Context: an optimization exercise on an open-source flow, tuned for small area and a short achievable clock period. The choices shown serve that exercise and are no tape-out recipe.
RTL that was checked went through simulation tests only; none was proved equivalent to the original.
Only the layout flow was run in run 1; the RTL was not checked for function there.
Power and IR drop assume default switching activity.

--- flow/standard.sh ---
#!/bin/bash
# synth_recipe.tcl (not shown) runs the flow's synth.tcl, then flattens the netlist and writes it again
# the make line also repeats each setting of config.mk as NAME=value (left out here)
make -C /OpenROAD-flow-scripts/flow DESIGN_CONFIG=/design/flow/config.mk WORK_HOME=/design/flow/orfs CLKGATE_MAP_FILE= SYNTH_SCRIPT=/design/flow/synth_recipe.tcl "${@:-finish}"
--- flow/config.mk ---
export PLATFORM = sky130hd
export DESIGN_NAME = alu16_top
export DESIGN_NICKNAME = alu16_top
export VERILOG_FILES = /design/flow/design.v
export SDC_FILE = /design/flow/constraint.sdc
export NUM_CORES = 4
export LEC_CHECK = 0
export CAP_MARGIN = 0
export CORE_MARGIN = 2
export CORE_UTILIZATION = 55
export CTS_BUF_LIST = sky130_fd_sc_hd__clkbuf_4 sky130_fd_sc_hd__clkbuf_8
export SETUP_SLACK_MARGIN = 3.0
export SLEW_MARGIN = 0
export DONT_USE_CELLS += sky130_fd_sc_hd__ha_1 sky130_fd_sc_hd__ha_2 sky130_fd_sc_hd__ha_4
export BUFFER_PORTS_ARGS = -buffer_cell sky130_fd_sc_hd__buf_1
--- flow/flow/run.sh ---
#!/bin/bash
# Standard layout (the standard.sh) with two changes to its settings:
# half-adder cells are kept out of synthesis (abc maps half adders to plain
# gates), and the port buffers are the smallest buffer cell.  The tools'
# output goes to standard.log here.
set -e
cat >> "$FLOW_CONFIG" <<'EOC'
export DONT_USE_CELLS += sky130_fd_sc_hd__ha_1 sky130_fd_sc_hd__ha_2 sky130_fd_sc_hd__ha_4
export BUFFER_PORTS_ARGS = -buffer_cell sky130_fd_sc_hd__buf_1
EOC
bash standard.sh > standard.log 2>&1
--- flow/constraint.sdc ---
create_clock -name core_clock -period 6.5 [get_ports {clk}]
set_input_delay 1.3000 -clock core_clock [delete_from_list [all_inputs] [get_ports {clk}]]
set_output_delay 1.3000 -clock core_clock [all_outputs]
set_load 0.01 [all_outputs]
--- flow/design.v ---
module fa1 (input a, input b, input ci, output s, output co);
  assign s = a ^ b ^ ci;
  assign co = (a & b) | (a & ci) | (b & ci);
endmodule
module ha1 (input a, input b, output s, output co);
  assign s = a ^ b;
  assign co = a & b;
endmodule
module adder16_7 (
    input [15:0] x,
    input [15:0] y,
    output [15:0] sum
  );
  wire [15:0] p = x ^ y;
  wire [15:0] g[0:4];
  wire [15:0] q[0:4];
  assign g[0] = x & y;
  assign q[0] = p;
  genvar l, i;
  generate for (l = 0; l < 4; l = l + 1) begin : g_lvl
    for (i = 0; i < 16; i = i + 1) begin : g_bit
      if ((i >> l) & 1) begin : g_op
        localparam integer J = ((i >> l) << l) - 1;
        assign g[l + 1][i] = g[l][i] | (q[l][i] & g[l][J]);
        assign q[l + 1][i] = q[l][i] & q[l][J];
      end else begin : g_pass
        assign g[l + 1][i] = g[l][i];
        assign q[l + 1][i] = q[l][i];
      end
    end
  end endgenerate
  assign sum = p ^ {g[4][14:0], 1'b0};
endmodule
module boolean16_9 (
    input [5:0] alufn,
    input [15:0] a,
    input [15:0] b,
    output [15:0] out
  );
  wire f_and = alufn[3:0] == 4'h8;
  wire f_or  = alufn[3:0] == 4'he;
  wire f_xor = alufn[3:0] == 4'h6;
  wire f_a   = alufn[3:0] == 4'ha;
  assign out = ({16{f_and}} & (a & b)) | ({16{f_or}} & (a | b)) |
               ({16{f_xor}} & (a ^ b)) | ({16{f_a}} & a);
endmodule
module compare16_10 (
    input force1,
    input ltd,
    input d15,
    output out
  );
  assign out = force1 | (ltd & d15);
endmodule
module shifter16_8 (
    input [4:0] s,
    output [15:0] fill
  );
  assign fill = s[4] ? 16'hffff : ~(16'hffff << s[3:0]);
endmodule
module bpp (input one, input two, input neg, input m1, input m0, output p);
  assign p = ((one & m1) | (two & m0)) ^ neg;
endmodule
module bppi (input one, input two, input neg, input m1, input m0, input inj, output p);
  assign p = ((one & m1) | (two & m0) | inj) ^ neg;
endmodule
module benc (input b2, input b1, input b0, input mul, input f1, input f2,
             output one, output two, output neg);
  assign one = (mul & (b1 ^ b0)) | f1;
  assign two = (mul & ((b2 & ~b1 & ~b0) | (~b2 & b1 & b0))) | f2;
  assign neg = mul & b2;
endmodule
module alu_3 (
    input  [5:0]  alufn,
    input  [15:0] a,
    input  [15:0] b,
    output [55:0] cs
  );
  wire [1:0] grp = alufn[5:4];
  wire arith = grp == 2'b00;
  wire mul   = arith & (alufn[1:0] == 2'b10);
  wire addl  = (arith & ~alufn[1]) | (grp == 2'b11);  
  wire subl  = (arith & alufn[0]) | (grp == 2'b11);   
  wire shen  = (grp == 2'b10) & ~(alufn[1] & ~alufn[0]);
  wire rsh   = (grp == 2'b10) & alufn[0];             
  wire sra   = rsh & alufn[1];
  wire [15:0] m;
  genvar gi;
  generate for (gi = 0; gi < 16; gi = gi + 1) begin : g_m
    assign m[gi] = rsh ? a[15 - gi] : a[gi];
  end endgenerate
  wire [15:0] boolr;
  boolean16_9 bu (.alufn(alufn), .a(a), .b(b), .out(boolr));
  wire [15:0] fillm;
  shifter16_8 sh (.s(b[4:0]), .fill(fillm));
  wire [15:0] yv = subl ? ~b :
                   ((arith & ~alufn[1]) ? b :
                   ((grp == 2'b01) ? boolr :
                   ((sra & a[15]) ? fillm : 16'h0000)));
  wire [16:0] bx = {b, 1'b0};
  wire [7:0] one, two, neg;
  generate for (gi = 0; gi < 8; gi = gi + 1) begin : g_booth
    wire hit = shen & ~b[4] & (b[3:1] == gi);
    benc u_enc (.b2(bx[2*gi+2]), .b1(bx[2*gi+1]), .b0(bx[2*gi]), .mul(mul),
                .f1((hit & ~b[0]) | ((gi == 0) & addl)), .f2(hit & b[0]),
                .one(one[gi]), .two(two[gi]), .neg(neg[gi]));
  end endgenerate
  wire [16:0] mx = {m, 1'b0};
  wire [15:0] pp0;
  generate for (gi = 0; gi < 16; gi = gi + 1) begin : g_pp0
    bpp u_pp (.one(one[0]), .two(two[0]), .neg(neg[0]), .m1(mx[gi + 1]), .m0(mx[gi]), .p(pp0[gi]));
  end endgenerate
  wire [13:0] pp1;
  generate for (gi = 0; gi < 14; gi = gi + 1) begin : g_pp1
    bppi u_pp (.one(one[1]), .two(two[1]), .neg(neg[1]), .m1(mx[gi + 1]), .m0(mx[gi]), .inj(yv[gi + 2]), .p(pp1[gi]));
  end endgenerate
  wire [11:0] pp2;
  generate for (gi = 0; gi < 12; gi = gi + 1) begin : g_pp2
    bpp u_pp (.one(one[2]), .two(two[2]), .neg(neg[2]), .m1(mx[gi + 1]), .m0(mx[gi]), .p(pp2[gi]));
  end endgenerate
  wire [9:0] pp3;
  generate for (gi = 0; gi < 10; gi = gi + 1) begin : g_pp3
    bpp u_pp (.one(one[3]), .two(two[3]), .neg(neg[3]), .m1(mx[gi + 1]), .m0(mx[gi]), .p(pp3[gi]));
  end endgenerate
  wire [7:0] pp4;
  generate for (gi = 0; gi < 8; gi = gi + 1) begin : g_pp4
    bpp u_pp (.one(one[4]), .two(two[4]), .neg(neg[4]), .m1(mx[gi + 1]), .m0(mx[gi]), .p(pp4[gi]));
  end endgenerate
  wire [5:0] pp5;
  generate for (gi = 0; gi < 6; gi = gi + 1) begin : g_pp5
    bpp u_pp (.one(one[5]), .two(two[5]), .neg(neg[5]), .m1(mx[gi + 1]), .m0(mx[gi]), .p(pp5[gi]));
  end endgenerate
  wire [3:0] pp6;
  generate for (gi = 0; gi < 4; gi = gi + 1) begin : g_pp6
    bpp u_pp (.one(one[6]), .two(two[6]), .neg(neg[6]), .m1(mx[gi + 1]), .m0(mx[gi]), .p(pp6[gi]));
  end endgenerate
  wire [1:0] pp7;
  generate for (gi = 0; gi < 2; gi = gi + 1) begin : g_pp7
    bpp u_pp (.one(one[7]), .two(two[7]), .neg(neg[7]), .m1(mx[gi + 1]), .m0(mx[gi]), .p(pp7[gi]));
  end endgenerate
  wire e0 = neg[0] | yv[0];
  wire cin = subl;
  wire s1, c2;
  fa1 u_s1 (.a(e0), .b(cin), .ci(pp0[0]), .s(s1), .co(c2));
  wire s3, c4;
  fa1 u_s3 (.a(neg[1]), .b(pp0[2]), .ci(pp1[0]), .s(s3), .co(c4));
  wire s5, c6;
  fa1 u_s5 (.a(neg[2]), .b(pp0[4]), .ci(pp1[2]), .s(s5), .co(c6));
  wire s7, c8;
  fa1 u_s7 (.a(pp0[5]), .b(pp1[3]), .ci(pp2[1]), .s(s7), .co(c8));
  wire s9, c10;
  fa1 u_s9 (.a(neg[3]), .b(pp0[6]), .ci(pp1[4]), .s(s9), .co(c10));
  wire s11, c12;
  fa1 u_s11 (.a(pp0[7]), .b(pp1[5]), .ci(pp2[3]), .s(s11), .co(c12));
  wire s13, c14;
  fa1 u_s13 (.a(neg[4]), .b(pp0[8]), .ci(pp1[6]), .s(s13), .co(c14));
  wire s15, c16;
  fa1 u_s15 (.a(pp2[4]), .b(pp3[2]), .ci(pp4[0]), .s(s15), .co(c16));
  wire s17, c18;
  fa1 u_s17 (.a(pp0[9]), .b(pp1[7]), .ci(pp2[5]), .s(s17), .co(c18));
  wire s19, c20;
  fa1 u_s19 (.a(neg[5]), .b(pp0[10]), .ci(pp1[8]), .s(s19), .co(c20));
  wire s21, c22;
  fa1 u_s21 (.a(pp2[6]), .b(pp3[4]), .ci(pp4[2]), .s(s21), .co(c22));
  wire s23, c24;
  fa1 u_s23 (.a(pp0[11]), .b(pp1[9]), .ci(pp2[7]), .s(s23), .co(c24));
  wire s25, c26;
  fa1 u_s25 (.a(pp3[5]), .b(pp4[3]), .ci(pp5[1]), .s(s25), .co(c26));
  wire s27, c28;
  fa1 u_s27 (.a(neg[6]), .b(pp0[12]), .ci(pp1[10]), .s(s27), .co(c28));
  wire s29, c30;
  fa1 u_s29 (.a(pp2[8]), .b(pp3[6]), .ci(pp4[4]), .s(s29), .co(c30));
  wire s31, c32;
  fa1 u_s31 (.a(pp0[13]), .b(pp1[11]), .ci(pp2[9]), .s(s31), .co(c32));
  wire s33, c34;
  fa1 u_s33 (.a(pp3[7]), .b(pp4[5]), .ci(pp5[3]), .s(s33), .co(c34));
  wire s35, c36;
  fa1 u_s35 (.a(neg[7]), .b(pp0[14]), .ci(pp1[12]), .s(s35), .co(c36));
  wire s37, c38;
  fa1 u_s37 (.a(pp2[10]), .b(pp3[8]), .ci(pp4[6]), .s(s37), .co(c38));
  wire s39, c40;
  fa1 u_s39 (.a(pp5[4]), .b(pp6[2]), .ci(pp7[0]), .s(s39), .co(c40));
  wire p41 = pp0[15] ^ pp1[13];
  wire p42 = pp2[11] ^ pp3[9];
  wire p43 = pp4[7] ^ pp5[5];
  wire p44 = pp6[3] ^ pp7[1];
  wire p45 = p41 ^ p42;
  wire p46 = p43 ^ p44;
  assign cs = {p46, p45, c40, c38, c36, s39, s37, s35, c34, c32, pp6[1], s33, s31, c30, c28, pp6[0], pp5[2], s29, s27, c26, c24, s25, s23, c22, c20, pp5[0], s21, s19, c18, pp4[1], pp3[3], s17, c16, c14, s15, s13, c12, pp3[1], s11, c10, pp3[0], pp2[2], s9, c8, s7, c6, pp2[0], s5, pp1[1], pp0[3], c4, s3, pp0[1], yv[1], c2, s1};
endmodule
module alu16_top (
    input clk,
    input [5:0] alufn,
    input [15:0] a,
    input [15:0] b,
    output reg [15:0] y
  );
  wire [55:0] cs;
  alu_3 alu (.alufn(alufn), .a(a), .b(b), .cs(cs));
  wire [1:0] grp = alufn[5:4];
  reg [55:0] cs_q;
  reg sel_sum_q, sel_rev_q, force_q, ltd_q;
  always @(posedge clk) begin
    cs_q <= cs;
    sel_sum_q <= ~grp[1] | (~grp[0] & ~alufn[0]);    
    sel_rev_q <= (grp == 2'b10) & alufn[0];           
    force_q <= (grp == 2'b11) & ((alufn[1] & (a == b)) | (alufn[2] & a[15] & ~b[15]));
    ltd_q <= (grp == 2'b11) & alufn[2] & ~(a[15] ^ b[15]);
  end
  wire s47, c48;
  ha1 u_s47 (.a(cs_q[22]), .b(cs_q[23]), .s(s47), .co(c48));
  wire s49, c50;
  ha1 u_s49 (.a(cs_q[27]), .b(cs_q[28]), .s(s49), .co(c50));
  wire s51, c52;
  ha1 u_s51 (.a(cs_q[31]), .b(cs_q[32]), .s(s51), .co(c52));
  wire s53, c54;
  fa1 u_s53 (.a(cs_q[35]), .b(cs_q[36]), .ci(cs_q[37]), .s(s53), .co(c54));
  wire s55, c56;
  ha1 u_s55 (.a(cs_q[38]), .b(cs_q[39]), .s(s55), .co(c56));
  wire s57, c58;
  fa1 u_s57 (.a(cs_q[41]), .b(cs_q[42]), .ci(cs_q[43]), .s(s57), .co(c58));
  wire s59, c60;
  ha1 u_s59 (.a(cs_q[44]), .b(cs_q[45]), .s(s59), .co(c60));
  wire s61, c62;
  fa1 u_s61 (.a(cs_q[46]), .b(cs_q[47]), .ci(cs_q[48]), .s(s61), .co(c62));
  wire s63, c64;
  ha1 u_s63 (.a(cs_q[49]), .b(cs_q[50]), .s(s63), .co(c64));
  wire s65, c66;
  ha1 u_s65 (.a(cs_q[12]), .b(cs_q[13]), .s(s65), .co(c66));
  wire s67, c68;
  ha1 u_s67 (.a(cs_q[16]), .b(cs_q[17]), .s(s67), .co(c68));
  wire s69, c70;
  ha1 u_s69 (.a(cs_q[19]), .b(cs_q[20]), .s(s69), .co(c70));
  wire s71, c72;
  fa1 u_s71 (.a(cs_q[24]), .b(cs_q[25]), .ci(cs_q[26]), .s(s71), .co(c72));
  wire s73, c74;
  fa1 u_s73 (.a(cs_q[29]), .b(cs_q[30]), .ci(c48), .s(s73), .co(c74));
  wire s75, c76;
  fa1 u_s75 (.a(cs_q[33]), .b(cs_q[34]), .ci(c50), .s(s75), .co(c76));
  wire s77, c78;
  fa1 u_s77 (.a(cs_q[40]), .b(c52), .ci(s55), .s(s77), .co(c78));
  wire s79, c80;
  fa1 u_s79 (.a(c56), .b(s59), .ci(c54), .s(s79), .co(c80));
  wire s81, c82;
  fa1 u_s81 (.a(c60), .b(s63), .ci(c58), .s(s81), .co(c82));
  wire s83, c84;
  ha1 u_s83 (.a(cs_q[1]), .b(cs_q[2]), .s(s83), .co(c84));
  wire s85, c86;
  ha1 u_s85 (.a(cs_q[5]), .b(cs_q[6]), .s(s85), .co(c86));
  wire s87, c88;
  ha1 u_s87 (.a(cs_q[8]), .b(cs_q[9]), .s(s87), .co(c88));
  wire s89, c90;
  ha1 u_s89 (.a(cs_q[10]), .b(cs_q[11]), .s(s89), .co(c90));
  wire s91, c92;
  fa1 u_s91 (.a(cs_q[14]), .b(cs_q[15]), .ci(s65), .s(s91), .co(c92));
  wire s93, c94;
  fa1 u_s93 (.a(cs_q[18]), .b(c66), .ci(s67), .s(s93), .co(c94));
  wire s95, c96;
  fa1 u_s95 (.a(cs_q[21]), .b(c68), .ci(s69), .s(s95), .co(c96));
  wire s97, c98;
  fa1 u_s97 (.a(s47), .b(c70), .ci(s71), .s(s97), .co(c98));
  wire s99, c100;
  fa1 u_s99 (.a(s49), .b(c72), .ci(s73), .s(s99), .co(c100));
  wire s101, c102;
  fa1 u_s101 (.a(s51), .b(c74), .ci(s75), .s(s101), .co(c102));
  wire s103, c104;
  fa1 u_s103 (.a(s53), .b(c76), .ci(s77), .s(s103), .co(c104));
  wire s105, c106;
  fa1 u_s105 (.a(s57), .b(c78), .ci(s79), .s(s105), .co(c106));
  wire s107, c108;
  fa1 u_s107 (.a(s61), .b(c80), .ci(s81), .s(s107), .co(c108));
  wire p109 = cs_q[51] ^ cs_q[52];
  wire p110 = cs_q[53] ^ cs_q[54];
  wire p111 = cs_q[55] ^ p109;
  wire p112 = p110 ^ c64;
  wire p113 = p111 ^ c62;
  wire p114 = p112 ^ p113;
  wire p115 = p114 ^ c82;
  wire p116 = p115 ^ c108;
  wire [15:0] sx = {p116, c106, c104, c102, c100, c98, c96, c94, c92, c90, c88, c86, cs_q[7], cs_q[4], cs_q[3], cs_q[0]};
  wire [15:0] sy = {1'b0, s107, s105, s103, s101, s99, s97, s95, s93, s91, s89, s87, s85, c84, s83, 1'b0};
  wire [15:0] sum;
  adder16_7 add (.x(sx), .y(sy), .sum(sum));
  wire cmp;
  compare16_10 comp (.force1(force_q), .ltd(ltd_q), .d15(sum[15]), .out(cmp));
  wire [15:0] rv;
  assign rv[15] = cs_q[0];
  assign rv[14] = cs_q[1] | cs_q[2] | cs_q[3];
  assign rv[13] = cs_q[4];
  assign rv[12] = cs_q[5] | cs_q[6] | cs_q[7];
  assign rv[11] = cs_q[8] | cs_q[9];
  assign rv[10] = cs_q[10] | cs_q[11];
  assign rv[9] = cs_q[12] | cs_q[13] | cs_q[14] | cs_q[15];
  assign rv[8] = cs_q[16] | cs_q[17] | cs_q[18];
  assign rv[7] = cs_q[19] | cs_q[20] | cs_q[21];
  assign rv[6] = cs_q[22] | cs_q[23] | cs_q[24] | cs_q[25] | cs_q[26];
  assign rv[5] = cs_q[27] | cs_q[28] | cs_q[29] | cs_q[30];
  assign rv[4] = cs_q[31] | cs_q[32] | cs_q[33] | cs_q[34];
  assign rv[3] = cs_q[35] | cs_q[36] | cs_q[37] | cs_q[38] | cs_q[39] | cs_q[40];
  assign rv[2] = cs_q[41] | cs_q[42] | cs_q[43] | cs_q[44] | cs_q[45];
  assign rv[1] = cs_q[46] | cs_q[47] | cs_q[48] | cs_q[49] | cs_q[50];
  assign rv[0] = cs_q[51] | cs_q[52] | cs_q[53] | cs_q[54] | cs_q[55];
  wire [15:0] res = ({16{sel_sum_q}} & sum) | ({16{sel_rev_q}} & rv) |
                    {15'd0, cmp};
  always @(posedge clk) begin
    y <= res;
  end
endmodule
==> notes.md, run 1 <==
The number of max-slew violations in the final report came out at 0. In the routed design, unresolved DRC markers number 0. The actual transition at the worst max-transition pin is 0.834 ns.

The adder-cell area share of the yosys netlist is 12.2%. The internal power consumption is 1.08 mW. The initial antenna violation count is 1. Counting instances in the post-synthesis netlist gives the leading cell types as sky130_fd_sc_hd__xnor2_1 (116), sky130_fd_sc_hd__dfxtp_1 (76), sky130_fd_sc_hd__nand2_1 (57). In this design, the largest share of critical-path delay is due to buffers and inverters. The wire length per cell came out at 21.8 µm.

The total buffers and inverters traversed by the critical path came out at 3. Across the run, the number of max-cap violations was 0. Data on the critical path is required at its endpoint by 6.73 ns. The post-detailed-route count of antenna-violating nets came out at 0.

The maximum clock frequency is 292 MHz. The boundary pin count came out at 55. The worst-case setup margin in the final layout came out at 3.07 ns. Measured along the x axis, the die boundary spans 117 µm. The total power per unit cell area is 226 nW/µm². The synthesized netlist devotes 17.2% of its cell area to XOR and XNOR gates. The launching element of the worst setup path is alufn[1]. The worst hold path begins at force_q$_DFF_P_. The kind of launch point of the worst setup path is a primary input. The signal on the critical path passes through buf_1, buf_6, nor4b_2, buf_4, nand2_2, o21ai_1, nand2_1, o21ai_4, a22oi_1, xnor2_1, fa_1.

The area growth from synthesis to layout came out at 10.1%. The number of core rows came out at 41. Dividing the detail-routed via count by the number of cells gives 6.43. Adding up every negative setup slack in the final design gives 0 ns. The worst setup path is of the in -> reg kind.

The post-route clock skew is 0.00729 ns. The path class of the tightest hold or removal check is reg -> reg. The worst slack at placement is 2.00 ns.

For this design, the slowest cell found on the critical path is sky130_fd_sc_hd__fa_1. The sequential cell fraction of total power is 34.7%. The total via count in the routed design is 6560. The number of hold violations in the final report came out at 0. The count of flip-flops with a built-in enable after synthesis is 0. The run finished with no timing, DRC or antenna violations. Yosys instantiated no cell more often than sky130_fd_sc_hd__xnor2_1.

The pre-antenna-repair detailed-routing pass consisted of 5 iterations. Across every metal layer, demand over resource in global routing totals 33.1%. The worst setup path is captured at a flop. The number of global-route vias before repair is 6372. The number of warnings reported in the yosys synthesis log came out at 2. The portion of the clock cycle consumed by the worst path in the final layout is 52.8%. The switching share of power came out at 38.4%. The count of input and output buffers is 54.

The count of cell types in the netlist came out at 78. Setup violations remaining at the end of the flow were counted as 0. The fraction of synthesized cell area taken by the top area cell type came out at 21.6%. In the final design database the tool counted 923 nets. The biggest area contributor in the post-synthesis netlist is sky130_fd_sc_hd__dfxtp_1.

The starting density of the core is 56.2%. The number of clock sinks is 76. The combinational cell fraction of total power came out at 43.5%. The detailed router's first-iteration violation count is 604.

The post-synthesis share of cell area spent on and, or, nand and nor gates came out at 12.3%. The first global-routing pass estimated 34.5 mm of wire. Clock latency on the worst-skew pair, taken at its later pin, is 0.35 ns.

The clock buffer count from CTS came out at 9. In this run the power spent charging and discharging nets is 674 µW. In this run the worst path has a maximum fanout of 27. The post-synthesis cell count is 824. The post-synthesis sequential element count came out at 76.

The TritonCTS clock tree is built. The die covers 13800 µm². The number of fill cells in the layout came out at 1139. Of the synthesized area, sequential elements account for 21.6%. A synthesized cell averages 8.57 µm². The placed wire-length estimate after detailed placement came out at 16.8 mm. The final critical path time including I/O delays and setup came out at 3.43 ns. The proportion of synthesized area in mux cells is 6.13%.

The part of the power in the clock network is 21.8%. The synthesized area is 7060 µm². The endpoint arrival time on the critical path is 3.66 ns. The maximum number of buffers from clock root to sink came out at 2.

The static leakage came out at 2.87 nW. The number of hold buffers added after cts is 0. Yosys attributes the largest share of cell area to sky130_fd_sc_hd__dfxtp_1 (22%), sky130_fd_sc_hd__xnor2_1 (14%), sky130_fd_sc_hd__fa_1 (11%), sky130_fd_sc_hd__mux2i_1 (4.5%), sky130_fd_sc_hd__a22oi_1 (3.5%). The H-tree level count came out at 3. The final non-filler cell total came out at 1020.

The global-route congestion overflow total came out at 0. The cell count after placement is 993. The highest cell delay on the worst timing path came out at 0.46 ns. By area, the combinational part of the netlist is dominated by compound AO/OA/AOI/OAI gates. The last weighted congestion value of the routability-driven placer is 0.980. In this run the clock root is driven by a sky130_fd_sc_hd__clkbuf_8. The core outline area came out at 12600 µm². The share of the synthesized area in compound gates (AO/OA/AOI/OAI) is 23.9%. The proportion of synthesized flip-flops having asynchronous set or reset is 0%. The reg-to-reg startpoint is cs_q[26]$_DFF_P_. The maximum number of pins on one net before global-route repair is 30. The maximum ir drop on the vdd rail is 102 µV. The fraction of final layout cells sized beyond drive strength 1 came out at 12.4%.

The routed wire length is 22.2 mm. Setup repair after global routing left no endpoint under its margin. Clock-pin slew was measured on the worst setup and hold paths at 0.08 ns. The max-slew headroom at the worst pin is 44.3%.

Among all flip-flop cells after synthesis, the most frequent one is sky130_fd_sc_hd__dfxtp_1. The die outline height came out at 117 µm. The number of antenna cells inserted is 0.
state kept, by name (all words and copies together) (netlist names):
signal     cells
y             16
ltd_q          1
sel_rev_q      1
cs_q          56
force_q        1
sel_sum_q      1
path summary, 6_finish.rpt:
kind	depth (start not counted)	slack (ns)	end
setup / recovery	11	3.07	cs_q[11]$_DFF_P_
hold / removal	2	0.46	y[0]$_DFF_P_
setup reg to reg	8	3.30	y[13]$_DFF_P_
hold reg to reg	2	0.46	y[0]$_DFF_P_
power by group through the flow:
stage	Combinational (mW)	Clock, mW	Sequential, mW
6_report	0.765	0.384	0.609
5_1_grt	0.843	0.406	0.623
4_1_cts	0.743	0.389	0.610
3_5_place_dp	0.737	0	0.621
3_3_place_gp	0.713	0	0.618
2_1_floorplan	0.551	0	0.622
layout by cell type (no fill, tap or decap), types with 8 or more instances in the layout:
cell type                    n
sky130_fd_sc_hd__xnor2_1   115
sky130_fd_sc_hd__dfxtp_1    76
sky130_fd_sc_hd__nand2_1    56
sky130_fd_sc_hd__buf_1      45
sky130_fd_sc_hd__inv_1      43
sky130_fd_sc_hd__fa_1       40
sky130_fd_sc_hd__o22ai_1    37
sky130_fd_sc_hd__nor2_1     34
sky130_fd_sc_hd__o21ai_0    33
sky130_fd_sc_hd__a22oi_1    33
sky130_fd_sc_hd__mux2i_1    28
sky130_fd_sc_hd__a21oi_1    26
sky130_fd_sc_hd__xor2_1     20
sky130_fd_sc_hd__nor3_1     16
sky130_fd_sc_hd__buf_4      15
sky130_fd_sc_hd__a32oi_1    11
sky130_fd_sc_hd__mux2_2     10
sky130_fd_sc_hd__a21o_1      9
sky130_fd_sc_hd__clkbuf_8    9
sky130_fd_sc_hd__and2_1      8
sky130_fd_sc_hd__o211ai_1    8
area by class of cell:
cell class / count / area [µm²] / area share (%)
sequential: 76 / 1520 / 19.6
timing repair buffer: 75 / 425 / 5.48
inverter: 48 / 184 / 2.37
clock inverter: 6 / 80.1 / 1.03
timing repair inverter: 1 / 7.51 / 0.0966
clock buffer: 9 / 124 / 1.59
multi-input combinational: 633 / 5210 / 67.1
tap: 172 / 215 / 2.77
tightest hold or removal path, cell delays in order, from the launching register on:
cell	delay, ns
sky130_fd_sc_hd__dfxtp_1	0.31
sky130_fd_sc_hd__a221oi_1	0.05
sky130_fd_sc_hd__o211ai_1	0.07
layer usage:
layer	track usage (%)	vias to the layer above	part of all wire [%]
li1	-	2978	-
met1	40.9	3148	41
met2	56.4	351	48
met3	3.91	83	5.9
met4	17.5	0	4.9
met5	0	-	0
cell families (layout without fill, tap and decap cells):
family / after synthesis / count (layout)
AOI/OAI and AO/OA: 234 / 234
muxes: 42 / 42
buffers and inverters: 115 / 139
DFF: 76 / 76
and+or+nand+nor: 174 / 174
xor gates and xnor gates: 137 / 137
adders and majority gates: 46 / 46
per-stage QoR:
stage | hold WS, ns | total power, mW | instance area, µm² | utilization, %
2_1_floorplan | 0.421 | 1.17 | 7070 | -
3_3_place_gp | 0.437 | 1.33 | 7280 | 57.9
3_5_place_dp | 0.450 | 1.36 | 7280 | 57.9
4_1_cts | 0.468 | 1.74 | 7550 | 60.1
5_1_grt | 0.480 | 1.87 | 7770 | 61.8
6_report | 0.465 | 1.76 | 7770 | 61.8
what timing repair did:
| action | in CTS | in global routing |
|---|---|---|
| setup buffers | 0 | 11 |
| resized for setup | 18 | 32 |
| gates cloned | 1 | 0 |
| pin swaps | 0 | 1 |
| endpoints found under the setup margin | 39 | 34 |
==> run 2, diff against run 1 <==
--- a/flow/design.v
+++ b/flow/design.v
@@ -37,12 +37,22 @@
     input [15:0] b,
     output [15:0] out
   );
-  wire f_and = alufn[3:0] == 4'h8;
-  wire f_or  = alufn[3:0] == 4'he;
-  wire f_xor = alufn[3:0] == 4'h6;
-  wire f_a   = alufn[3:0] == 4'ha;
-  assign out = ({16{f_and}} & (a & b)) | ({16{f_or}} & (a | b)) |
-               ({16{f_xor}} & (a ^ b)) | ({16{f_a}} & a);
+  wire arith = alufn[5:4] == 2'b00;
+  wire add   = arith & (alufn[1:0] == 2'b00);
+  wire sub   = (arith & alufn[0]) | (alufn[5:4] == 2'b11);
+  wire bl    = alufn[5:4] == 2'b01;
+  wire f_and = bl & (alufn[3:0] == 4'h8);
+  wire f_or  = bl & (alufn[3:0] == 4'he);
+  wire f_xor = bl & (alufn[3:0] == 4'h6);
+  wire f_a   = bl & (alufn[3:0] == 4'ha);
+  wire t11 = add | f_and | f_or | f_a;
+  wire t01 = add | f_or | f_xor;
+  wire t10 = sub | f_or | f_xor | f_a;
+  wire t00 = sub;
+  genvar i;
+  generate for (i = 0; i < 16; i = i + 1) begin : g_bit
+    assign out[i] = a[i] ? (b[i] ? t11 : t10) : (b[i] ? t01 : t00);
+  end endgenerate
 endmodule
 module compare16_10 (
     input force1,
@@ -89,14 +99,11 @@
   generate for (gi = 0; gi < 16; gi = gi + 1) begin : g_m
     assign m[gi] = rsh ? a[15 - gi] : a[gi];
   end endgenerate
-  wire [15:0] boolr;
-  boolean16_9 bu (.alufn(alufn), .a(a), .b(b), .out(boolr));
+  wire [15:0] opnd;
+  boolean16_9 bu (.alufn(alufn), .a(a), .b(b), .out(opnd));
   wire [15:0] fillm;
   shifter16_8 sh (.s(b[4:0]), .fill(fillm));
-  wire [15:0] yv = subl ? ~b :
-                   ((arith & ~alufn[1]) ? b :
-                   ((grp == 2'b01) ? boolr :
-                   ((sra & a[15]) ? fillm : 16'h0000)));
+  wire [15:0] yv = opnd | ({16{sra & a[15]}} & fillm);
   wire [16:0] bx = {b, 1'b0};
   wire [7:0] one, two, neg;
   generate for (gi = 0; gi < 8; gi = gi + 1) begin : g_booth
--- a/flow/config.mk
+++ b/flow/config.mk
@@ -9,7 +9,7 @@
 export CORE_MARGIN = 2
 export CORE_UTILIZATION = 55
 export CTS_BUF_LIST = sky130_fd_sc_hd__clkbuf_4 sky130_fd_sc_hd__clkbuf_8
-export SETUP_SLACK_MARGIN = 3.0
+export SETUP_SLACK_MARGIN = 3.15
 export SLEW_MARGIN = 0
 export DONT_USE_CELLS += sky130_fd_sc_hd__ha_1 sky130_fd_sc_hd__ha_2 sky130_fd_sc_hd__ha_4
 export BUFFER_PORTS_ARGS = -buffer_cell sky130_fd_sc_hd__buf_1
==> run 2 against run 1 <==
Net effect:
- die area fell by 8.8%
- setup slack improved by 0.11 ns
- core utilization rose by 6.1 points
- largest power group unchanged
- critical path type unchanged
- clock-buffer cell count did not move
- register-to-register slack got worse by 0.05 ns
- final cell count fell by 6.3%
- critical path depth did not move
==> notes.md, run 2 <==
The largest registers in the layout are cs_q: 56 flops, y: 16 flops. After clock tree synthesis, the clock-pin slew on the worst setup and hold paths is 0.09 ns. The peak fanout along the critical path came out at 8. The maximum number of buffers from clock root to sink came out at 2.

The critical path start-end classification is in -> reg. The flip-flop count of the largest register, all copies and words added is 56. Grouping stages by cell kind, the critical path spends the most delay in buffers and inverters. The HPWL after detailed placement is 13.6 mm. The finished cells cover 7760 µm². The global routing usage summed across all routing layers is 30.5%. The fraction of synthesized cell area taken by the top area cell type is 23.7%. The routed wire length is 19.4 mm. The largest single stage delay on the critical path is 0.44 ns. The library cell used most frequently in the layout, excluding fill and tap cells, is sky130_fd_sc_hd__xnor2_1. Yosys attributes the largest share of cell area to sky130_fd_sc_hd__dfxtp_1 (24%), sky130_fd_sc_hd__xnor2_1 (13%), sky130_fd_sc_hd__fa_1 (12%), sky130_fd_sc_hd__o22ai_1 (6.0%), sky130_fd_sc_hd__xor2_1 (5.2%).

Together, buffers and inverters on the worst path number 5. The flow ran to the end and the layout has no timing, DRC or antenna violations. The critical path's slowest cell is sky130_fd_sc_hd__fa_1. The static leakage is 2.89 nW. The count of input and output buffers came out at 54. The total power per unit cell area came out at 224 nW/µm².

The via density per instance is 6.23. The reg-to-reg startpoint is cs_q[27]$_DFF_P_. The beginning of the worst hold path is cs_q[34]$_DFF_P_. The top cell types in the final layout, fill and taps aside, are sky130_fd_sc_hd__xnor2_1 (92), sky130_fd_sc_hd__dfxtp_1 (72), sky130_fd_sc_hd__o22ai_1 (58), sky130_fd_sc_hd__nand2_1 (55), sky130_fd_sc_hd__buf_1 (45). The wire length per cell came out at 20.3 µm. The first global-routing pass estimated 30.3 mm of wire. The detailed router finished its first iteration with 477 violations. The number of hold buffers added after cts is 0. The worst path uses 51.1% of the clock period. Counting flops with an async set or reset pin after synthesis yields a share of 0%.

The number of max-slew violations in the final report came out at 0. The fraction of the core area covered by cells at the end of the flow is 68.0%. The worst hold path stage count is 2. The clock insertion delay at the later pin of the skew report came out at 0.35 ns. The path with the worst hold slack has its endpoint at y[4]$_DFF_P_. From synthesis to final layout, the design area changed by 20.9%. In this run the critical register-to-register path is captured at y[15]$_DFF_P_.

The initial antenna violation count came out at 0. The number of global-route vias before repair came out at 5785. The number of cells on the worst reg-to-reg path came out at 11. The final critical path time including I/O delays and setup is 3.32 ns. The required time of the worst setup path came out at 6.73 ns.

Yosys mapped the design onto 68 distinct sky130hd cell types. Counting flops with a built-in enable in the synthesized netlist gives 0. The total number of nets in the final design came out at 887.

The number of clock sinks came out at 76. For this run, the register share of the synthesized area comes to 23.7%. cs_q holds more flip-flops than any other register.

The H-tree generated during clock tree synthesis spans 3 levels. 0 antenna diodes ended up in the layout. The floorplan step defined a core boundary enclosing 11400 µm². Setup violations remaining at the end of the flow were counted as 0. The post-route clock skew is 0.00957 ns.

The tool flagged a number of max-cap violations equal to 0. The die covers 12500 µm². The aggregate negative setup slack is 0 ns. The number of warnings reported in the yosys synthesis log is 2.

The commonest cells after synthesis are sky130_fd_sc_hd__xnor2_1 (97), sky130_fd_sc_hd__dfxtp_1 (76), sky130_fd_sc_hd__o22ai_1 (62). Among the stages of the critical path, the cell type that occurs most often is sky130_fd_sc_hd__buf_12. For this run, the top clock speed supported by timing is 301 MHz.

The setup check on the worst reg-to-reg path leaves a slack of 3.25 ns. Synthesis produced a netlist whose cell count is 754. The fraction of final layout cells sized beyond drive strength 1 is 19.6%. The root buffer cell is sky130_fd_sc_hd__clkbuf_8.

Across all layers, the routed design uses 5957 vias. Before antenna repair, the detailed router went through 5 iterations. Summed over all instances, the cell type with the most area after synthesis is sky130_fd_sc_hd__dfxtp_1. The post-detailed-route count of antenna-violating nets came out at 0. The synthesized area came out at 6420 µm². The mean instance size in the synthesized netlist came out at 8.51 µm². The worst pin sits at a relative slew slack of 46.4%. The clock buffer count from CTS is 9. The starting density of the core is 56.2%. The synthesized design contains 76 register bits.

The die is 112 µm tall. 55 I/O pins were placed. The maximum number of pins on one net before global-route repair came out at 23. Among all flip-flop cells after synthesis, the most frequent one is sky130_fd_sc_hd__dfxtp_1.

STA classifies the critical path startpoint as a primary input. The cell area after placement is 6760 µm². The min-delay analysis places its worst path in the category reg -> reg. The number of hold violations in the final report came out at 0. The maximum ir drop on the vdd rail is 204 µV. The global-route congestion overflow total came out at 0. The number of core rows is 39. The critical path goes through buf_4, inv_4, nor4_4, buf_12, buf_6, a221o_1, a31oi_4, buf_12, o22ai_1, xnor2_1, fa_1. The horizontal extent of the die is 112 µm. Setup repair after global routing could not meet its margin everywhere. For this run, design rule violations remaining after detail routing come to 0.

STA puts the critical path data arrival time at 3.55 ns. For the pin with the worst max-slew slack, the measured transition is 0.803 ns. The last weighted congestion value of the routability-driven placer came out at 0.976. The kind of end point of the critical path is a flop.

The TritonCTS clock tree is built. In the post-synthesis netlist, the cell with the most instances is sky130_fd_sc_hd__xnor2_1.
[run 2: what timing repair did]
item	4_1_cts	5_1_grt
gates resized for setup	47	52
pin swaps	4	24
setup buffers	23	15
cloned	2	0
endpoints found under the hold margin	0	0
setup endpoints to repair	51	38
[run 2: worst min-delay path: stages (launching register included)]
cell and delay, ns:
sky130_fd_sc_hd__dfxtp_1 0.33, sky130_fd_sc_hd__o41ai_1 0.08, sky130_fd_sc_hd__o21ai_0 0.06
[run 2: worst max-delay path by stage]
stage	from	end	slack (ns)	cells after the start
after floorplan	alufn[5]	cs_q[34]$_DFF_P_	3.15	9
after global placement	alufn[5]	cs_q[17]$_DFF_P_	1.98	8
after detailed placement	alufn[5]	cs_q[17]$_DFF_P_	1.91	8
after CTS	b[3]	cs_q[37]$_DFF_P_	3.11	10
after global routing	b[9]	cs_q[50]$_DFF_P_	3.11	8
final	alufn[1]	cs_q[8]$_DFF_P_	3.18	11
[run 2: layer usage]
layer / up-vias / share of wire, % / track usage [%]
li1: 2774 / - / -
met1: 2810 / 40 / 38.3
met2: 289 / 49 / 52.4
met3: 84 / 6.0 / 3.78
met4: 0 / 4.9 / 14.8
met5: - / 0 / 0
[run 2: where the power goes]
group	internal (mW)	leakage (nW)	switching, mW
logic	0.326	2.15	0.412
clock network	0.218	0.110	0.184
registers	0.547	0.630	0.0484
total	1.09	2.89	0.644
[run 2: layout make-up]
class | instances | area [µm²]
clock buffer | 9 | 124
tap | 143 | 179
timing repair buffer | 97 | 684
fill | 938 | 3660
inverter | 39 | 160
clock inverter | 7 | 98.8
sequential | 76 | 1530
multi-input combinational | 585 | 4990
[run 2: cell families (layout without fill, tap and decap cells)]
logic type | count (synthesis) | count (layout) | synth area share, %
flops | 76 | 76 | 23.7
fa+ha+maj | 44 | 44 | 13.2
buf+inv | 94 | 152 | 5.75
xor+xnor | 137 | 137 | 18.9
compound gates | 224 | 225 | 23.0
simple gates | 161 | 161 | 12.6
mux | 18 | 18 | 2.81
[run 2: stage by stage]
step                hold WS [ns]  worst slack, ns  instances  power [mW]
floorplan                  0.438             3.15        754        1.10
global placement           0.470             1.98        900        1.23
detailed placement         0.479             1.91        900        1.25
CTS                        0.497             3.11        941        1.69
global route               0.536             3.11        956        1.84
finish                     0.494             3.18        956        1.74
==> run 3, diff against run 2 <==
--- a/flow/config.mk
+++ b/flow/config.mk
@@ -9,7 +9,8 @@
 export CORE_MARGIN = 2
 export CORE_UTILIZATION = 55
 export CTS_BUF_LIST = sky130_fd_sc_hd__clkbuf_4 sky130_fd_sc_hd__clkbuf_8
-export SETUP_SLACK_MARGIN = 3.15
+export PLACE_DENSITY = 0.75
+export SETUP_SLACK_MARGIN = 3.0
 export SLEW_MARGIN = 0
 export DONT_USE_CELLS += sky130_fd_sc_hd__ha_1 sky130_fd_sc_hd__ha_2 sky130_fd_sc_hd__ha_4
 export BUFFER_PORTS_ARGS = -buffer_cell sky130_fd_sc_hd__buf_1
==> run 3 against run 2 <==
Net effect:
- still clean
- sequential share of layout area rose by 0.69 points
- die area stayed put
- clock-buffer cell count unchanged
- combinational power down 5.3%
- total power shrank 6.5%
- synthesized cell count did not move
- clock power shrank 18%
- core utilization decreased by 2.4 points
- synthesized area did not move
- routed wire length fell by 3.2%
- via count grew 0.50%
- critical endpoint is now cs_q[54]$_DFF_P_
==> notes.md, run 3 <==
The proportion of synthesized flip-flops having asynchronous set or reset came out at 0%. CTS saw 76 sinks. The initial antenna violation count came out at 0. The beginning of the worst hold path is cs_q[21]$_DFF_P_.

The number of hold violations in the final report came to 0. The maximum ir drop on the vdd rail is 175 µV. The maximum number of buffers from clock root to sink is 2. The last weighted congestion value of the routability-driven placer is 0.959. The first global-routing pass estimated 29.5 mm of wire. Setup violations remaining at the end of the flow were counted as 0.

The number of warnings reported in the yosys synthesis log is 2. The root buffer cell is sky130_fd_sc_hd__clkbuf_8. The fraction of final layout cells sized beyond drive strength 1 is 15.7%. The pre-antenna-repair detailed-routing pass consisted of 7 iterations.

Dividing the detail-routed via count by the number of cells gives 6.26. The mean instance size in the synthesized netlist came out at 8.51 µm². The number of global-route vias before repair came out at 5613. For the worst setup path, the data required time is 6.78 ns.

The placed wire-length estimate after detailed placement is 13.6 mm. The portion of the clock cycle consumed by the worst path in the final layout is 52.4%. Row generation in the floorplan step produced 39 rows. Setup repair after global routing left no endpoint under its margin. The detailed router's first-iteration violation count came out at 600. The final critical path time including I/O delays and setup is 3.41 ns.

The count of cell types in the netlist came out at 68. The number of antenna diodes in the final layout is 0. Summed over its instances, the top area cell type makes up 23.7% of the synthesized netlist area.

The static leakage is 2.82 nW. The actual transition at the worst max-transition pin is 0.764 ns. The sequential area share after synthesis is 23.7%. The clock buffer count from CTS is 9.

The core outline area came out at 11400 µm². The synthesized design contains 0 enable-type register cells. TritonCTS built the clock tree.

The horizontal extent of the die is 112 µm. Sorting the synthesized cells by how often they occur yields sky130_fd_sc_hd__xnor2_1 (97), sky130_fd_sc_hd__dfxtp_1 (76), sky130_fd_sc_hd__o22ai_1 (62). The clock insertion delay at the later pin of the skew report is 0.37 ns.

For this design the ratio of total power to cell area is 217 nW/µm². For this run, the leading register cell type out of synthesis is sky130_fd_sc_hd__dfxtp_1. The area of the die came out at 12500 µm². The worst register-to-register path has a depth of 10. For the worst setup path, the data arrival time is 3.68 ns. The post-route worst hold slack is 0.485 ns.

The mapped netlist covers 6420 µm². Entering global routing, the biggest net connects 23 pins. The count of input and output buffers is 54. The total via count in the routed design is 5987. The flip-flop count of the largest register, all copies and words added is 56. The max-slew headroom at the worst pin came out at 47.6%. More flip-flops sit in one register than any other, and that register is cs_q.

The count of max-cap constraint violations is 0. In the post-synthesis netlist, the cell with the most instances is sky130_fd_sc_hd__xnor2_1. The worst hold path stage count came out at 2. For this run, the top clock speed supported by timing is 293 MHz. The run finished with no timing, DRC or antenna violations. Clock-pin slew was measured on the worst setup and hold paths at 0.09 ns. The area growth from synthesis to layout is 16.8%. After filler insertion, the fill cell instance count of the layout stands at 951. The boundary pin count is 55. The capture endpoint of the worst hold path is y[7]$_DFF_P_. The critical path in this run is classified as in -> reg. For the final database, setup skew stands at 0.00925 ns. The worst register-to-register path ends at y[15]$_DFF_P_. The global routing usage summed across all routing layers is 29.6%.

The die outline height is 112 µm. The routed wire length came out at 18.8 mm. The largest registers in the layout are cs_q: 56 flops, y: 16 flops. The count of nets left with antenna violations once routing finished came out at 0.

The aggregate negative setup slack came out at 0 ns. The worst register-to-register path has a setup slack of 3.12 ns. The worst setup path is captured at a flop. The number of hold buffers added after cts came out at 0.

The H-tree level count is 3. The class of the worst hold path is reg -> reg. Leaving out fill and tap cells, the most frequent cells in the layout are sky130_fd_sc_hd__xnor2_1 (96), sky130_fd_sc_hd__dfxtp_1 (73), sky130_fd_sc_hd__o22ai_1 (62), sky130_fd_sc_hd__nand2_1 (57), sky130_fd_sc_hd__buf_1 (47).

The number of max-slew violations in the final report is 0. Leaving out fill and tap cells, the most frequent cell in the layout is sky130_fd_sc_hd__xnor2_1. The peak fanout along the critical path is 22. The starting density of the core came out at 56.2%.

The biggest area contributor in the post-synthesis netlist is sky130_fd_sc_hd__dfxtp_1. Sorting the synthesized cells by area gives the leading types as sky130_fd_sc_hd__dfxtp_1 (24%), sky130_fd_sc_hd__xnor2_1 (13%), sky130_fd_sc_hd__fa_1 (12%), sky130_fd_sc_hd__o22ai_1 (6.0%), sky130_fd_sc_hd__xor2_1 (5.2%). The global-route congestion overflow total is 0. The post-synthesis sequential element count is 76.

In the final routed layout, each cell accounts on average for 19.6 µm. The reg-to-reg startpoint is cs_q[26]$_DFF_P_. The total number of nets in the final design came out at 888. The post-synthesis cell count came out at 754.

The remaining design rule violation count came out at 0. The worst setup path is launched from a primary input.
==> run 3: changes by cell type in the layout (fill, tap and decap cells not counted), moves of 3 or more <==
cell / delta
sky130_fd_sc_hd__xnor2_1: +4
sky130_fd_sc_hd__mux2i_2: -3
sky130_fd_sc_hd__clkbuf_4: -3
sky130_fd_sc_hd__a211oi_2: -3
sky130_fd_sc_hd__a211oi_1: +3
sky130_fd_sc_hd__o22ai_1: +4
sky130_fd_sc_hd__o221ai_1: +4
sky130_fd_sc_hd__mux2i_1: +3
sky130_fd_sc_hd__xnor2_2: -4
sky130_fd_sc_hd__o22ai_2: -4
sky130_fd_sc_hd__o221ai_2: -4
==> run 3: timing repair <==
action / 4_1_cts / 5_1_grt
setup endpoints to repair: 47 / 33
setup buffers: 24 / 14
gates resized for setup: 37 / 26
pin swaps: 2 / 7
gates cloned: 0 / 1
==> run 3: worst max path at each step <==
| stage | from | endpoint | slack [ns] | cells past startpoint |
|---|---|---|---|---|
| after floorplan | alufn[5] | cs_q[17]$_DFF_P_ | 3.00 | 12 |
| after global placement | alufn[5] | cs_q[17]$_DFF_P_ | 1.77 | 8 |
| after detailed placement | alufn[5] | cs_q[17]$_DFF_P_ | 1.66 | 8 |
| after CTS | alufn[4] | cs_q[24]$_DFF_P_ | 3.01 | 12 |
| after global routing | b[2] | cs_q[54]$_DFF_P_ | 2.99 | 8 |
| final | b[2] | cs_q[54]$_DFF_P_ | 3.09 | 8 |
==> run 3: power breakdown <==
group | switching [mW] | internal [mW]
clock network | 0.189 | 0.140
logic | 0.395 | 0.304
registers | 0.0483 | 0.547
total | 0.633 | 0.991
==> run 3: layout make-up <==
cell class	instances	area (µm²)	share of cell area [%]
Multi-Input combinational cell	584	4790	64.0
Sequential cell	76	1530	20.4
Timing Repair Buffer	99	667	8.90
Tap cell	143	179	2.39
Inverter	39	150	2.00
Clock buffer	9	124	1.65
Clock inverter	7	51.3	0.685
==> run 3: worst max-delay path, cell delays in order <==
cell	delay [ns]
sky130_fd_sc_hd__clkdlybuf4s15_2	0.51
sky130_fd_sc_hd__nor2b_2	0.56
sky130_fd_sc_hd__a22oi_2	0.34
sky130_fd_sc_hd__o22ai_1	0.25
sky130_fd_sc_hd__xor2_1	0.22
sky130_fd_sc_hd__xnor2_1	0.16
sky130_fd_sc_hd__xnor2_1	0.10
sky130_fd_sc_hd__xnor2_1	0.24
==> run 3: per-stage QoR <==
stage               cell area [µm²]  std cells  setup WS, ns  util [%]  total power, mW
detailed placement             6660        902          1.66      58.3             1.24
global placement               6660        902          1.77      58.3             1.22
global route                   7490        957          2.99      65.6             1.73
finish                         7490        957          3.09      65.6             1.62
floorplan                      6460        754          3.00         -             1.09
CTS                            7270        942          3.01      63.7             1.60
==> run 3: per-layer routing <==
layer	share of wire, %	track usage [%]	vias to the layer above
li1	-	-	2765
met1	41	38.9	2830
met2	47	48.3	331
met3	7.5	5.40	61
met4	4.5	12.2	0
met5	0	0	-
==> run 3: cells by family (layout without fill, tap and decap cells) <==
group	Yosys count	in the layout	share of synthesized area, %
xor+xnor	137	137	18.9
simple gates	161	161	12.6
fa+ha+maj	44	44	13.2
compound gates	224	224	23.0
flops	76	76	23.7
mux	18	18	2.81
buf+inv	94	154	5.75
==> run 4, diff against run 3 <==
--- a/flow/config.mk
+++ b/flow/config.mk
@@ -9,8 +9,8 @@
 export CORE_MARGIN = 2
 export CORE_UTILIZATION = 55
 export CTS_BUF_LIST = sky130_fd_sc_hd__clkbuf_4 sky130_fd_sc_hd__clkbuf_8
-export PLACE_DENSITY = 0.75
 export SETUP_SLACK_MARGIN = 3.0
 export SLEW_MARGIN = 0
+export SYNTH_HIERARCHICAL = 1
 export DONT_USE_CELLS += sky130_fd_sc_hd__ha_1 sky130_fd_sc_hd__ha_2 sky130_fd_sc_hd__ha_4
 export BUFFER_PORTS_ARGS = -buffer_cell sky130_fd_sc_hd__buf_1
==> run 4 against run 3 <==
Net effect:
- total power up 12%
- clock skew up 0.0062 ns
- non-clock buffer count down 24
- first-iteration DRC count down 41%
- largest power group unchanged
- sequential share of layout area down 1.6 points
- final cell count up 2.2%
- core utilization down 4.9 points
- hold slack better by 0.011 ns
- register-to-register slack better by 0.15 ns
- clock power up 34%
==> notes.md, run 4 <==
The routed wire length is 20.9 mm. The setup-violating endpoint count in the final report is 0. The total power per unit cell area came out at 224 nW/µm². The kind of launch point of the worst setup path is a primary input. The cell area after placement came out at 7580 µm². The post-synthesis sequential element count is 76. The remaining design rule violation count is 0. The horizontal extent of the die came out at 122 µm. The final instance area is 8110 µm².

Across all hold checks on the routed design, the worst slack comes to 0.496 ns. The clock passes through at most 2 buffers. The maximum clock frequency came out at 288 MHz.

The pre-antenna-repair detailed-routing pass consisted of 5 iterations. The wire length per cell is 21.3 µm. The total number of nets in the final design is 878. In the synthesized netlist the async set-or-reset flop fraction comes to 0%. The starting density of the core is 57.0%. The global-route congestion overflow total is 0. The endpoint arrival time on the critical path came out at 3.69 ns. The critical path start-end classification is in -> reg. Ranked by flip-flop count, first place goes to cs_q. The fraction of synthesized cell area taken by the top area cell type came out at 20.0%. The register with the most flip-flops in the layout has 56 of them. The static leakage came out at 3.16 nW. Leaving out fill and tap cells, the most frequent cells in the layout are sky130_fd_sc_hd__xnor2_1 (99), sky130_fd_sc_hd__dfxtp_1 (76), sky130_fd_sc_hd__a22oi_2 (58), sky130_fd_sc_hd__buf_1 (48), sky130_fd_sc_hd__xor2_1 (46). The repair_antennas step left the layout with diodes totalling 0. After the first detailed-routing iteration, the DRC count stood at 357. In this run the tool buffered the top-level ports with 54 buffer cells. The endpoint of the worst register-to-register path is y[0]$_DFF_P_. By area the synthesized netlist is led by sky130_fd_sc_hd__dfxtp_1 (20%), sky130_fd_sc_hd__xnor2_1 (12%), sky130_fd_sc_hd__fa_1 (11%), sky130_fd_sc_hd__a22oi_2 (9.5%), sky130_fd_sc_hd__buf_4 (6.0%). The portion of the clock cycle consumed by the worst path in the final layout came out at 53.4%. The min-delay analysis places its worst path in the category reg -> reg. The clock insertion delay at the later pin of the skew report came out at 0.36 ns.

The die covers 14800 µm². The number of core rows is 42. The max-slew headroom at the worst pin came out at 53.0%. The via density per instance is 6.15. The core outline area is 13300 µm². The fraction of final layout cells sized beyond drive strength 1 is 26.1%. Yosys mapped a number of flops with a built-in enable equal to 0. In this run, placement finished with an instance count of 940.

The worst hold path begins at cs_q[34]$_DFF_P_. The cell type contributing the most total cell area after synthesis is sky130_fd_sc_hd__dfxtp_1. The first-pass GRT wire length came out at 32.4 mm.

In this run, CTS created clock tree buffers numbering 9. Data on the critical path is required at its endpoint by 6.72 ns. Yosys instantiated no cell more often than sky130_fd_sc_hd__xnor2_1. The maximum ir drop on the vdd rail is 124 µV. The mean instance size in the synthesized netlist is 9.78 µm². The number of max-slew violations in the final report is 0. The run finished with no timing, DRC or antenna violations.

The number of hold violations in the final report is 0. Detailed placement ended at an HPWL of 15.5 mm. The cell count after synthesis came out at 778. The final non-filler cell total came out at 978. The aggregate negative setup slack came out at 0 ns. The global routing usage summed across all routing layers is 28.8%.

TritonCTS built the clock tree. The post-layout total power came out at 1.82 mW. The detailed router placed 6018 vias in this run. The number of hold buffers added after cts came out at 0. The count of max-cap constraint violations came out at 0.

Setup repair after global routing could not meet its margin everywhere. The most common library cell in the layout ignoring fill and taps is sky130_fd_sc_hd__xnor2_1. The synthesized area came out at 7610 µm².

The worst setup path is captured at a flop. In this run the worst path has a maximum fanout of 17. The die outline height is 122 µm. The final critical path time including I/O delays and setup came out at 3.47 ns.

The initial antenna violation count is 0. The worst hold path stage count came out at 2. The slack of the worst reg-to-reg path came out at 3.27 ns. The number of clock sinks is 76. At the pin with the least slew margin, the transition time is 0.706 ns. Clock tree synthesis selected as its root buffer the cell sky130_fd_sc_hd__clkbuf_8.

The clock transition at the register clock pins on the worst setup and hold paths after CTS is 0.08 ns. Compared with the post-synthesis result, the final layout area differs by 6.60%. The startpoint identified for the worst register-to-register timing path is cs_q[23]$_DFF_P_.

The main flop type after synthesis is sky130_fd_sc_hd__dfxtp_1. The number of cells on the worst reg-to-reg path came out at 11. Ranked by instance count, the synthesized netlist is headed by sky130_fd_sc_hd__xnor2_1 (102), sky130_fd_sc_hd__dfxtp_1 (76), sky130_fd_sc_hd__buf_4 (61). The number of warnings reported in the yosys synthesis log came out at 8.

The boundary pin count came out at 55. The count of cell types in the netlist came out at 62. The post-detailed-route count of antenna-violating nets came out at 0. The sequential area share after synthesis came out at 20.0%. The post-route clock skew is 0.0155 ns. The number of global-route vias before repair is 5758.

Routability-driven placement finished with a final weighted congestion of 0.906. The capture endpoint of the worst hold path is y[4]$_DFF_P_. The maximum number of pins on one net before global-route repair came out at 36.

The largest registers in the layout are cs_q: 56 flops, y: 16 flops. The H-tree level count came out at 3.
-- run 4: per-module statistics from Yosys, one instance, submodules excluded, a selection --
module        area (µm²)  cells inside
adder16_7            648            84
benc                45.0             6
boolean16_9          787           105
bppi                23.8             2
compare16_10        7.51             1
fa1                 20.0             1
ha1                 16.3             2
shifter16_8          134            26
-- run 4: worst max path at each step --
stage / startpoint / end / slack, ns / cells past startpoint
floorplan: alufn[5] / cs_q[11]$_DFF_P_ / 2.95 / 8
CTS: alufn[4] / cs_q[13]$_DFF_P_ / 3.01 / 9
global route: alufn[5] / cs_q[29]$_DFF_P_ / 2.93 / 8
finish: alufn[5] / cs_q[43]$_DFF_P_ / 3.03 / 8
detailed placement: alufn[5] / cs_q[37]$_DFF_P_ / 2.23 / 8
global placement: alufn[5] / cs_q[17]$_DFF_P_ / 2.35 / 8
-- run 4: logic make-up (layout without fill, tap and decap cells) --
group                      after synthesis  count (layout)  synth area share (%)
AOI/OAI and AO/OA                      196             198                  24.5
and+or+nand+nor                        188             190                  14.1
muxes                                   32              32                  4.74
xor gates and xnor gates               148             148                  17.0
other                                    2              14                0.0987
adders and majority gates               45              45                  11.5
buffers and inverters                   91              99                  7.98
DFF                                     76              76                  20.0
-- run 4: cell type report --
cell class              instances  area (µm²)
multi-input cells             627        5700
fillers                      1182        5240
flip-flops and latches         76        1520
repair buffers                 75         384
well taps                     176         220
clock buffers                   9         124
clock inverters                 7         124
inverters                       8        30.0
-- run 4: what timing repair did --
item / in CTS / in global routing
buffers inserted: 4 / 14
gates resized for setup: 12 / 21
pin swaps: 3 / 3
gates cloned: 2 / 2
endpoints found under the setup margin: 42 / 33
-- run 4: where the power goes --
part / total [mW] / internal (mW) / switching (mW)
logic: 0.773 / 0.334 / 0.439
clock network: 0.440 / 0.258 / 0.182
registers: 0.604 / 0.553 / 0.0509
-- run 4: per-layer routing --
layer / vias to the layer above / GRT usage, % / share of wire [%]
met5: - / 0 / 0
met4: 0 / 8.98 / 2.3
met3: 32 / 3.79 / 4.3
met2: 201 / 47.0 / 48
met1: 2962 / 39.9 / 46
li1: 2823 / - / -
-- run 4: critical path, cell delays in order --
cell and delay [ns]:
sky130_fd_sc_hd__buf_2 0.39, sky130_fd_sc_hd__nand2b_4 0.08, sky130_fd_sc_hd__or4_4 0.55, sky130_fd_sc_hd__nor3_1 0.29, sky130_fd_sc_hd__a211o_4 0.28, sky130_fd_sc_hd__a22oi_2 0.09
sky130_fd_sc_hd__xnor2_1 0.27, sky130_fd_sc_hd__fa_1 0.44
-- run 4: per-stage QoR --
stage	setup WS (ns)	util (%)
2_1_floorplan	2.95	-
3_3_place_gp	2.35	56.8
3_5_place_dp	2.23	56.8
4_1_cts	3.01	59.3
5_1_grt	2.93	60.7
6_report	3.03	60.7
==> run 5, diff against run 4 <==
--- a/flow/config.mk
+++ b/flow/config.mk
@@ -9,8 +9,7 @@
 export CORE_MARGIN = 2
 export CORE_UTILIZATION = 55
 export CTS_BUF_LIST = sky130_fd_sc_hd__clkbuf_4 sky130_fd_sc_hd__clkbuf_8
-export SETUP_SLACK_MARGIN = 3.0
+export SETUP_SLACK_MARGIN = 2.7
 export SLEW_MARGIN = 0
-export SYNTH_HIERARCHICAL = 1
 export DONT_USE_CELLS += sky130_fd_sc_hd__ha_1 sky130_fd_sc_hd__ha_2 sky130_fd_sc_hd__ha_4
 export BUFFER_PORTS_ARGS = -buffer_cell sky130_fd_sc_hd__buf_1
==> run 5 against run 4 <==
Net effect:
- register-to-register slack got worse by 0.22 ns
- non-clock buffer count decreased by 3
- still clean
- largest power group unchanged
- maximum frequency decreased by 6.6%
- sequential cell count unchanged
- cell area decreased by 12%
- synthesized cell count decreased by 3.1%
- hold slack got worse by 0.015 ns
- sequential share of layout area increased by 2.5 points
==> notes.md, run 5 <==
The critical path start-end classification is in -> reg. The count of flip-flops with a built-in enable after synthesis came out at 0. The parity-gate share of the synthesized area counting xor and xnor cells came out at 18.9%. After synthesis, the largest family of logic cells by area is compound AO/OA/AOI/OAI gates. The synthesized area came out at 6420 µm². The number of warnings reported in the yosys synthesis log is 2.

The most common cell in the synthesized netlist is sky130_fd_sc_hd__xnor2_1. The starting density of the core came out at 56.2%. In this run the worst hold path is classified as reg -> reg. The met1 usage in global routing came out at 39.4%.

Cells fill 62.6% of the core in the end. TritonCTS built the clock tree. The proportion of synthesized flip-flops having asynchronous set or reset is 0%. The via density per instance is 6.17. STA classifies the critical path startpoint as a primary input. The global routing usage summed across all routing layers came out at 30.6%.

The post-route worst hold slack came out at 0.481 ns. Summed over its instances, the top area cell type makes up 23.7% of the synthesized netlist area. The met2 capacity usage during global routing is 49.6%.

The count of cell types in the netlist is 68. The boundary pin count came out at 55. The initial antenna violation count is 0.

The peak fanout along the critical path is 12. The die outline height came out at 112 µm. The total via count in the routed design came out at 5745.

The horizontal extent of the die is 112 µm. The clock buffer count from CTS came out at 9. The adder-cell area share of the yosys netlist is 13.2%. The number of max-slew violations in the final report is 0.

The clock transition at the register clock pins on the worst setup and hold paths after CTS is 0.08 ns. The run finished with no timing, DRC or antenna violations. By area the synthesized netlist is led by sky130_fd_sc_hd__dfxtp_1 (24%), sky130_fd_sc_hd__xnor2_1 (13%), sky130_fd_sc_hd__fa_1 (12%), sky130_fd_sc_hd__o22ai_1 (6.0%), sky130_fd_sc_hd__xor2_1 (5.2%). Leaving out fill and tap cells, the most frequent cells in the layout are sky130_fd_sc_hd__xnor2_1 (97), sky130_fd_sc_hd__dfxtp_1 (76), sky130_fd_sc_hd__o22ai_1 (62), sky130_fd_sc_hd__nand2_1 (57), sky130_fd_sc_hd__buf_1 (49). The core outline area is 11400 µm².

The proportion of synthesized area in mux cells is 2.81%. Counting flops per register, the top entry is cs_q. Clock tree synthesis selected as its root buffer the cell sky130_fd_sc_hd__clkbuf_8. Entering global routing, the biggest net connects 23 pins. Once detail routing completed, the nets flagged for antenna violations numbered 0. Including well taps, the total number of placed cells is 904. The placed wire-length estimate after detailed placement is 14.0 mm.

The total number of nets in the final design is 862. The aggregate negative setup slack came out at 0 ns. The number of global-route vias before repair is 5741. The sequential area share after synthesis came out at 23.7%. For the pin with the worst max-slew slack, the measured transition is 0.843 ns.

The maximum ir drop on the vdd rail came out at 240 µV. After detailed routing, the average wire length per cell comes to 20.3 µm. The clock tree synthesis step divided the H-tree into 3 levels. The static leakage is 2.67 nW. The most common library cell in the layout ignoring fill and taps is sky130_fd_sc_hd__xnor2_1.

Routability-driven placement finished with a final weighted congestion of 0.951. The remaining design rule violation count came out at 0. The area growth from synthesis to layout is 11.4%. The mean instance size in the synthesized netlist is 8.51 µm². The number of detailed-route iterations in the first pass is 5. The global-route congestion overflow total is 0. The max-slew headroom at the worst pin is 42.2%. The final non-filler cell total came out at 931.

The maximum number of buffers from clock root to sink is 2. The number of antenna cells inserted came out at 0. The count of max-cap constraint violations is 0. The share of the synthesized area in compound gates (AO/OA/AOI/OAI) came out at 23.0%.

The area of the die is 12500 µm². The post-route clock skew came out at 0.0148 ns. Clock latency on the worst-skew pair, taken at its later pin, is 0.37 ns. The post-layout total power came out at 1.63 mW. The layer with the highest usage is met2. The setup-violating endpoint count in the final report is 0. The post-synthesis cell count is 754.

The routed wire length came out at 18.9 mm. The cell type contributing the most total cell area after synthesis is sky130_fd_sc_hd__dfxtp_1. The endpoint arrival time on the critical path came out at 3.96 ns. In the global route stage, met3 resource usage came out at 3.35%. At the worst endpoint, the required time is 6.75 ns.

The post-synthesis sequential element count is 76. The largest registers in the layout are cs_q: 56 flops, y: 16 flops. The number of hold violations in the final report came to 0. The first-pass GRT wire length is 30.0 mm. The number of hold buffers added after cts came out at 0.

The portion of the clock cycle consumed by the worst path in the final layout came out at 57.1%. In this run the core area contains 39 standard-cell rows. The fraction of final layout cells sized beyond drive strength 1 came out at 10.5%. The worst setup path is captured at a flop. The number of fill cells in the layout is 1018.

The detailed router's first-iteration violation count is 459. By count the netlist is led by sky130_fd_sc_hd__xnor2_1 (97), sky130_fd_sc_hd__dfxtp_1 (76), sky130_fd_sc_hd__o22ai_1 (62). Buffers placed on the I/O ports in this run total 54. For this design the ratio of total power to cell area is 229 nW/µm². The register with the most flip-flops in the layout has 56 of them.

After Yosys synthesis, and, or, nand and nor cells account for 12.6% of the synthesized area. Setup repair after global routing could not meet its margin everywhere. CTS saw 76 sinks. The smallest clock period supported by the final layout is computed as 3.71 ns.

Timing would allow up to 269 MHz. Among all flip-flop cells after synthesis, the most frequent one is sky130_fd_sc_hd__dfxtp_1.
-- run 5: changes by cell type after synthesis, moves of 26 or more --
cell and change:
sky130_fd_sc_hd__clkbuf_1 +39, sky130_fd_sc_hd__a22oi_2 -58, sky130_fd_sc_hd__inv_1 +29, sky130_fd_sc_hd__o22ai_1 +58, sky130_fd_sc_hd__buf_4 -59, sky130_fd_sc_hd__mux2_2 -32, sky130_fd_sc_hd__a21oi_1 +26, sky130_fd_sc_hd__o21ai_0 +32
-- run 5: where the power goes --
part	switching [mW]	internal [mW]	total, mW
registers	0.0491	0.547	0.596
logic	0.381	0.279	0.660
clock network	0.195	0.183	0.378
-- run 5: logic make-up (layout without fill, tap and decap cells) --
group                    Yosys count  count (layout)
AO/OA/AOI/OAI                    224             225
flip-flops                        76              76
multiplexers                      18              18
buffers and inverters             94             127
adder cells (fa/ha/maj)           44              44
AND/OR/NAND/NOR                  161             161
XOR/XNOR                         137             137
-- run 5: final cells by class --
class                      instances  area (µm²)  area share, %
clock inverter                     7        80.1           1.12
inverter                          39         150           2.10
tap                              143         179           2.50
multi-input combinational        585        4700           65.7
sequential                        76        1520           21.3
clock buffer                       9         124           1.73
timing repair buffer              72         394           5.52
-- run 5: timing repair --
item	CTS	global route
gates resized for setup	19	19
buffers inserted	6	4
gates cloned	0	1
setup endpoints to repair	46	38
pin swaps	1	2
-- run 5: path summary, 6_finish.rpt --
path                     from                to  slack (ns)  cells past startpoint
max                  alufn[5]  cs_q[13]$_DFF_P_        2.79                     10
min reg2reg  cs_q[21]$_DFF_P_      y[7]$_DFF_P_        0.48                      2
max reg2reg  cs_q[26]$_DFF_P_     y[15]$_DFF_P_        3.05                     10
min          cs_q[21]$_DFF_P_      y[7]$_DFF_P_        0.48                      2
-- run 5: critical path, stage by stage --
cell and delay, ns:
sky130_fd_sc_hd__buf_1 0.36, sky130_fd_sc_hd__and2b_1 0.26, sky130_fd_sc_hd__nand2_4 0.14, sky130_fd_sc_hd__clkinvlp_4 0.17, sky130_fd_sc_hd__buf_12 0.16, sky130_fd_sc_hd__mux2i_4 0.52, sky130_fd_sc_hd__o221ai_1 0.19, sky130_fd_sc_hd__nor2_1 0.14
sky130_fd_sc_hd__xor2_1 0.24, sky130_fd_sc_hd__fa_1 0.46
-- run 5: through the flow --
step / worst slack [ns] / instance area, µm²
after floorplan: 2.81 / 6420
after CTS: 2.71 / 7010
after global placement: 1.76 / 6640
after detailed placement: 1.64 / 6640
after global routing: 2.69 / 7150
final: 2.79 / 7150
-- run 5: metal layers --
metal  vias to the layer above  share of wire, %
met5                         -                 0
met2                       219                46
met1                      2744                43
li1                       2716                 -
met4                         0               5.6
met3                        66               5.0

[what the ideal ports hide]
In the flow no input, the clock included, has a driving cell. The finished layouts below were timed again as built, in two steps.
Step 1 assumes that a clkbuf_16 drives the clock port and a buf_2 every other input.
Step 2 also shifts input and output timing later by t, the mid clock arrival at the registers, as if the neighbouring blocks saw the same clock.
Three values: ideal ports, drivers, drivers and shift; two values: the first two.
run | t (ns) | slack for setup (ns) | worst setup path after step 2 | clock arrival spread, ns
run 1 | 0.383 | 3.071 / 3.080 / 2.697 | input to register | 0.008 / 0.008
run 2 | 0.387 | 3.181 / 3.194 / 2.807 | input to register | 0.010 / 0.010
run 3 | 0.390 | 3.091 / 3.101 / 2.711 | input to register | 0.009 / 0.010
run 4 | 0.384 | 3.032 / 3.041 / 2.658 | input to register | 0.015 / 0.015
run 5 | 0.391 | 2.788 / 2.796 / 2.405 | input to register | 0.015 / 0.015
After both steps setup and hold are still met in every run listed. The setup slack of run 5, which loses most, moves by +0.008 ns with the drivers and by -0.383 ns with both steps.
